Source: an optimization exercise on an open RTL-to-GDS flow (aim: small area). Production flows keep margins and buffers that such runs may drop. The RTL was checked by simulation tests, not by an equivalence proof against the original design. Power is estimated from default activity; no workload was simulated. No driver is modelled on the clock port, so clocking that relies on it looks cheaper here than on a real chip.

==> v26 <==
Design NV_NVDLA_NOCIF_DRAM_READ_ig, start of the top module:
module NV_NVDLA_NOCIF_DRAM_READ_ig (
   nvdla_core_clk
  ,nvdla_core_rstn
  ,pwrbus_ram_pd
  ,eg2ig_axi_vld
  ,client02mcif_lat_fifo_depth
  ,client02mcif_rd_cdt_lat_fifo_pop
  ,client02mcif_rd_req_valid
  ,client02mcif_rd_req_ready
  ,client02mcif_rd_req_pd
  ,client02mcif_rd_wt
  ,client02mcif_rd_axid
  ,client12mcif_lat_fifo_depth
  ,client12mcif_rd_cdt_lat_fifo_pop
  ,client12mcif_rd_req_valid
  ,client12mcif_rd_req_ready
  ,client12mcif_rd_req_pd
  ,client12mcif_rd_wt
  ,client12mcif_rd_axid
  ,client22mcif_lat_fifo_depth
  ,client22mcif_rd_cdt_lat_fifo_pop
  ,client22mcif_rd_req_valid
  ,client22mcif_rd_req_ready
  ,client22mcif_rd_req_pd
  ,client22mcif_rd_wt
  ,client22mcif_rd_axid
  ,client32mcif_lat_fifo_depth
  ,client32mcif_rd_cdt_lat_fifo_pop
  ,client32mcif_rd_req_valid
  ,client32mcif_rd_req_ready
  ,client32mcif_rd_req_pd
  ,client32mcif_rd_wt
  ,client32mcif_rd_axid
  ,client42mcif_lat_fifo_depth
  ,client42mcif_rd_cdt_lat_fifo_pop
  ,client42mcif_rd_req_valid
  ,client42mcif_rd_req_ready
  ,client42mcif_rd_req_pd
  ,client42mcif_rd_wt
  ,client42mcif_rd_axid
  ,client52mcif_lat_fifo_depth
  ,client52mcif_rd_cdt_lat_fifo_pop
  ,client52mcif_rd_req_valid
  ,client52mcif_rd_req_ready
  ,client52mcif_rd_req_pd
  ,client52mcif_rd_wt
  ,client52mcif_rd_axid
  ,client62mcif_lat_fifo_depth
  ,client62mcif_rd_cdt_lat_fifo_pop
  ,client62mcif_rd_req_valid
  ,client62mcif_rd_req_ready
  ,client62mcif_rd_req_pd
  ,client62mcif_rd_wt
  ,client62mcif_rd_axid
  ,client72mcif_lat_fifo_depth
  ,client72mcif_rd_cdt_lat_fifo_pop
  ,client72mcif_rd_req_valid
  ,client72mcif_rd_req_ready
  ,client72mcif_rd_req_pd
  ,client72mcif_rd_wt
  ,client72mcif_rd_axid
  ,reg2dp_rd_os_cnt
  ,cq_wr_pd
  ,cq_wr_pvld
  ,cq_wr_prdy
  ,cq_wr_thread_id
  ,mcif2noc_axi_ar_araddr
  ,mcif2noc_axi_ar_arready
  ,mcif2noc_axi_ar_arid
  ,mcif2noc_axi_ar_arlen
  ,mcif2noc_axi_ar_arvalid
);
==> flow/config.mk <==
export PLATFORM = sky130hd
export DESIGN_NAME = NV_NVDLA_NOCIF_DRAM_READ_ig
export DESIGN_NICKNAME = NV_NVDLA_NOCIF_DRAM_READ_ig
export VERILOG_FILES = /design/flow/design.v
export SDC_FILE = /design/flow/constraint.sdc
export NUM_CORES = 4
export LEC_CHECK = 0
export CAP_MARGIN = 20
export CORE_MARGIN = 2
export CORE_UTILIZATION = 65
export PLACE_DENSITY = 0.75
export SLEW_MARGIN = 20
==> flow/constraint.sdc <==
create_clock -name core_clock -period 6.0 [get_ports {nvdla_core_clk}]
set_input_delay 1.2000 -clock core_clock [delete_from_list [all_inputs] [get_ports {nvdla_core_clk}]]
set_output_delay 1.2000 -clock core_clock [all_outputs]
set_load 0.01 [all_outputs]
standard.sh (not shown) runs the stock make flow with config.mk's settings and CLKGATE_MAP_FILE= SYNTH_SCRIPT=/design/flow/synth_recipe.tcl, a recipe that flattens the netlist after the stock synthesis.
==> flow/flow/run.sh <==
#!/bin/bash
# Standard ORFS layout, with smaller port buffers and a coarser clock tree
# without dummy loads. Each tool's output goes to its own log here.
cp standard.sh standard_sh.txt
cp config.mk config_mk.txt
export BUFFER_PORTS_ARGS="-buffer_cell sky130_fd_sc_hd__buf_1"
export CTS_ARGS="-sink_clustering_enable -repair_clock_nets -dont_use_dummy_load"
bash standard.sh > standard.log 2>&1
==> v14: changes against v26 <==
==> flow/run.sh (new file) <==
#!/bin/bash
# synth_recipe.tcl (not shown) runs the flow's synth.tcl, then flattens the netlist and writes it again
# the make line also repeats each setting of config.mk as NAME=value (left out here)
make -C /OpenROAD-flow-scripts/flow DESIGN_CONFIG=/design/flow/config.mk WORK_HOME=/design/flow/orfs CLKGATE_MAP_FILE= SYNTH_SCRIPT=/design/flow/synth_recipe.tcl finish
- CORE_UTILIZATION: 65 -> 40
- PLACE_DENSITY: 0.75 -> default
removed: flow/flow/run.sh
removed: flow/standard.sh
==> qor summary <==
item	v26	v14
Initial cell density of the core	65.6%	40.3%
Worst hold slack	0.410 ns	0.264 ns
Detailed-routed wire length on met2	105,000 um	109,000 um
Horizontal die dimension	380 um	483 um
Pin count of the biggest net entering global routing	97	102
Worst setup slack for register-to-register paths	0.74 ns	0.78 ns
Clock buffer count from CTS	213	230
Outcome	complete, no violations	complete, no violations
Reg2Reg Launch Point	eg_d	os_cnt[0]
Number of vias per cell	6.33	5.42
Combinational group power	0.0103 W	0.0106 W
Sequential share of power	49.5%	46.0%
Clock network area share	5.24%	6.96%
Slew of the pin with the lowest slew margin	1.11 ns	1.12 ns
Worst path buffer plus inverter count	4	5
Number of cells in the finished layout apart from fillers	8,507	9,872

==> run B: inputs <==
Another version of the RTL of NV_NVDLA_NOCIF_DRAM_READ_ig (not shown whole).
==> flow/config.mk <==
export PLATFORM = sky130hd
export DESIGN_NAME = NV_NVDLA_NOCIF_DRAM_READ_ig
export DESIGN_NICKNAME = NV_NVDLA_NOCIF_DRAM_READ_ig
export VERILOG_FILES = /design/flow/design.v
export SDC_FILE = /design/flow/constraint.sdc
export NUM_CORES = 4
export LEC_CHECK = 0
export CAP_MARGIN = 5
export CORE_MARGIN = 2
export CORE_UTILIZATION = 65
export PLACE_DENSITY = 0.75
export SETUP_SLACK_MARGIN = 0.05
export SLEW_MARGIN = 5
==> flow/constraint.sdc <==
create_clock -name core_clock -period 6.0 [get_ports {nvdla_core_clk}]
set_input_delay 1.2000 -clock core_clock [delete_from_list [all_inputs] [get_ports {nvdla_core_clk}]]
set_output_delay 1.2000 -clock core_clock [all_outputs]
set_load 0.01 [all_outputs]
==> flow/flow/run.sh <==
#!/bin/bash
# The standard layout (the standard.sh, standard synthesis unchanged), with
# two changes: the port buffers are buf_1 cells, and clock tree synthesis uses
# clkbuf_8 buffers, set sink clusters and no dummy loads. Tool output goes to standard.log.
export BUFFER_PORTS_ARGS="-buffer_cell sky130_fd_sc_hd__buf_1"
export CTS_ARGS="-sink_clustering_enable -repair_clock_nets -dont_use_dummy_load -sink_clustering_size 15 -sink_clustering_max_diameter 60 -buf_list sky130_fd_sc_hd__clkbuf_8"
bash standard.sh > standard.log 2>&1
==> run D (differences from run B) <==
==> flow/flow/run.sh (replaced) <==
#!/bin/bash
# The standard layout (the standard.sh, standard synthesis unchanged), with
# these changes: the port buffers are buf_1 cells; clock tree synthesis uses
# larger sink clusters and no dummy loads; and after global routing, cells on
# paths with spare slack are downsized (RECOVER_POWER). Tool output goes to
# standard.log.
export BUFFER_PORTS_ARGS="-buffer_cell sky130_fd_sc_hd__buf_1"
export CTS_ARGS="-sink_clustering_enable -repair_clock_nets -dont_use_dummy_load -sink_clustering_size 30 -sink_clustering_max_diameter 100"
export RECOVER_POWER=100
bash standard.sh > standard.log 2>&1
Settings changed: CAP_MARGIN 5 to 20, SLEW_MARGIN 5 to 20.
==> run E (differences from run B) <==
--- a/flow/design.v
+++ b/flow/design.v
@@ -297,17 +297,27 @@
 wire        cmd_vld = s2_pv | s2_sv;
 wire [33:0] cmd_pd  = s2_sv ? s2_sd : s2_pd;
 wire [3:0]  cmd_axid  = cmd_pd[33:30];
 wire        cmd_ltran = cmd_pd[0];
 reg        eg_d;
 reg  [8:0] os_cnt;
 reg        c_sv, c_pv;
 reg [32:0] c_sd, c_pd;    
-wire [9:0] os_diff = {1'b0, os_cnt} - {2'b00, reg2dp_rd_os_cnt};
+wire [9:0] os_diff;
+wire [9:0] os_bw;
+wire [8:0] os_cfg = {1'b0, reg2dp_rd_os_cnt};
+assign os_bw[0] = 1'b0;
+generate
+  for (gi = 0; gi < 9; gi = gi + 1) begin : g_osd
+    assign os_diff[gi]  = os_cnt[gi] ^ os_cfg[gi] ^ os_bw[gi];
+    assign os_bw[gi+1] = (!os_cnt[gi] & (os_cfg[gi] | os_bw[gi])) | (os_cfg[gi] & os_bw[gi]);
+  end
+endgenerate
+assign os_diff[9] = os_bw[9];
 wire os_ge1 = !os_diff[9] & (|os_diff[8:0]);
 wire os_ge2 = !os_diff[9] & (|os_diff[8:1]);
 wire os_ge3 = !os_diff[9] & ((|os_diff[8:2]) | (&os_diff[1:0]));
 wire os_wrap = (os_cnt == 9'd0);
 wire os_full = (cmd_vld & !eg_d) ? os_ge1 : (eg_d & !cmd_vld) ? (os_ge3 | os_wrap) : os_ge2;
 wire       axi_cmd_rdy = !c_sv;
 assign     cmd_rdy = axi_cmd_rdy & cq_wr_prdy & !os_full;
 wire       axi_cmd_vld = cmd_vld & cq_wr_prdy & !os_full;
@@ -399,29 +409,33 @@
     p2_pv <= 1'b0;
   end else begin
     p1_pv <= ready_bc1 ? req_valid : 1'b1;
     p1_sv <= p1_sv ? !in_rdy_p : catch1;
     p2_sv <= p2_sv ? !ready_bc2 : catch2;
     p2_pv <= ready_bc2 ? sp_vld : 1'b1;
   end
 end
+reg [2:0] wp, rp;    
+always @(posedge clk or negedge rstn) begin
+  if (!rstn) begin
+    wp <= 3'b001;
+    rp <= 3'b001;
+  end else begin
+    if (push)    wp <= {wp[1:0], wp[2]};
+    if (hd_load) rp <= {rp[1:0], rp[2]};
+  end
+end
 wire [43:0] in_d = {req_pd[46:32], req_pd[31:3]};    
 reg  [43:0] s0, s1, s2;
 always @(posedge clk) begin
-  if (push) begin
-    s0 <= in_d;
-    s1 <= s0;
-    s2 <= s1;
-  end
+  if (push & wp[0]) s0 <= in_d;
+  if (push & wp[1]) s1 <= in_d;
+  if (push & wp[2]) s2 <= in_d;
 end
-wire n3 = p1_pv & p1_sv & p2_sv;
-wire n1 = (p1_pv ^ p1_sv ^ p2_sv) & !n3;
-wire n2 = !n1 & !n3;    
-wire [2:0] rs = {n3, n2, n1};
 reg [28:0] hd_addr;
 reg [14:0] hd_rem;
 wire ltran;
 reg [7:0] lat_cnt;
 reg       lat_dec;
 wire req_enable = (lat_fifo_depth == 8'd0) | (lat_fifo_depth != lat_cnt);
 wire a_ready_bc;
 wire req_vld = req_enable & p2_pv;
@@ -439,18 +453,18 @@
   end
   for (gi = 0; gi < 15; gi = gi + 1) begin : g_rdec
     assign r_bw[gi+1] = r_bw[gi] & !hd_rem[gi];
   end
 endgenerate
 wire [28:0] hd_addr_inc = hd_addr ^ a_cy[28:0];
 wire [14:0] hd_rem_dec  = hd_rem ^ r_bw[14:0];
 assign ltran = r_bw[15];    
-wire [43:0] hd_d = ({44{hd_load & rs[0]}} & s0) | ({44{hd_load & rs[1]}} & s1) |
-                   ({44{hd_load & rs[2]}} & s2) | ({44{!hd_load}} & {hd_rem_dec, hd_addr_inc});
+wire [43:0] hd_d = ({44{hd_load & rp[0]}} & s0) | ({44{hd_load & rp[1]}} & s1) |
+                   ({44{hd_load & rp[2]}} & s2) | ({44{!hd_load}} & {hd_rem_dec, hd_addr_inc});
 always @(posedge clk) begin
   if (hd_load | adv) {hd_rem, hd_addr} <= hd_d;
 end
 wire lat_up = accept & (lat_fifo_depth != 8'd0);
 wire [7:0] lat_t;    
 assign lat_t[0] = 1'b1;
 generate
   for (gi = 1; gi < 8; gi = gi + 1) begin : g_lat
==> flow/run.sh (new file) <==
#!/bin/bash
# synth_recipe.tcl (not shown) runs the flow's synth.tcl, then flattens the netlist and writes it again
# the make line also repeats each setting of config.mk as NAME=value (left out here)
make -C /OpenROAD-flow-scripts/flow DESIGN_CONFIG=/design/flow/config.mk WORK_HOME=/design/flow/orfs CLKGATE_MAP_FILE= SYNTH_SCRIPT=/design/flow/synth_recipe.tcl finish
Settings changed: CAP_MARGIN 5 to 20, CORE_UTILIZATION 65 to 55, CTS_CLUSTER_DIAMETER set to 80, CTS_CLUSTER_SIZE set to 25, PLACE_DENSITY 0.75 to 0.68, SETUP_SLACK_MARGIN 0.05 to unset, SLEW_MARGIN 5 to 20.
removed: flow/flow/run.sh
removed: flow/standard.sh
==> results.toml <==
[status]
status = "complete, but fails checks"
so_faults = "negative setup slack"

[cts]
cts_root_buf = "clkbuf_16"

[critical_path]
cp-start-kind = "input port"
crit_slowest_cell = "fa_2"
path_depth = 18

[power]
seqPwrFrac = 0.554
p_comb_mw = 8.48

[grt]
grt_max_degree = 97

[cells_and_area]
diodes = 16
n_all_buffers = 796
stdcell_count = 8194

[timing]
setup_violations = 1
fin_crit_sh = 1.01
worst_slack_ns = -0.0424
slew_viol_final = 0

[job]
maxCapViolCount = 0

[synth]
synth_top_area_share = 0.691

[floorplanning]
chipHeight_um = 407
# the run above: run E

==> results.toml <==
[status]
status = "complete, but fails checks"
so_faults = "max-capacitance violations, max-slew violations"

[timing]
slew_viol_final = 1718
worst_slack_ns = 0.153
fin_crit_sh = 0.974
setup_violations = 0

[power]
p_comb_mw = 7.65
seqPwrFrac = 0.616

[synth]
synth_top_area_share = 0.704

[cts]
cts_root_buf = "clkbuf_16"

[cells_and_area]
stdcell_count = 7856
diodes = 22

[critical_path]
cp-start-kind = "register"
crit_slowest_cell = "edfxtp_1"

[job]
maxCapViolCount = 39

[floorplanning]
chipHeight_um = 371
# the run above: run D

==> results.toml <==
[critical_path]
path_depth = 30
crit_slowest_cell = "edfxtp_1"
cp-start-kind = "register"

[job]
maxCapViolCount = 0

[floorplanning]
chipHeight_um = 371

[status]
status = "finished clean"

[grt]
grt_max_degree = 115

[timing]
slew_viol_final = 0
fin_crit_sh = 0.965

[cells_and_area]
diodes = 19
n_all_buffers = 750
stdcell_count = 7939

[synth]
synth_top_area_share = 0.704

[cts]
cts_root_buf = "clkbuf_8"
# the run above: run B

-- what the ideal ports hide --
In the flow no input, the clock included, has a driving cell. The finished layouts below were timed again as built, in two steps. Step 1, drivers: a clkbuf_16 drives nvdla_core_clk and a buf_2 each remaining input, both assumed. Step 2 times the ports against the registers' clock, not the clock port: input delays grow and output delays shrink by t, the midpoint of the rising clock arrivals with the driver on. a / b / c = ideal ports / drivers / drivers and shift; a / b = the first two.
run | t (ns) | slack for setup (ns) | clock arrival spread, ns | pins driven straight from the clock port
v26 | 0.876 | 0.254 / 0.173 / 0.365 | 0.078 / 0.078 | 1
v14 | 0.940 | 0.253 / 0.160 / 0.134 | 0.058 / 0.058 | 1
run B | 0.984 | 0.210 / 0.210 / -0.032 | 0.087 / 0.087 | 1
run D | 0.799 | 0.153 / 0.153 / -0.442 | 0.058 / 0.059 | 1
run E | 0.840 | -0.042 / -0.075 / -0.243 | 0.035 / 0.034 | 1
The setup slack of run D, which loses most, moves by 0.000 ns with the drivers and by -0.595 ns with both steps.
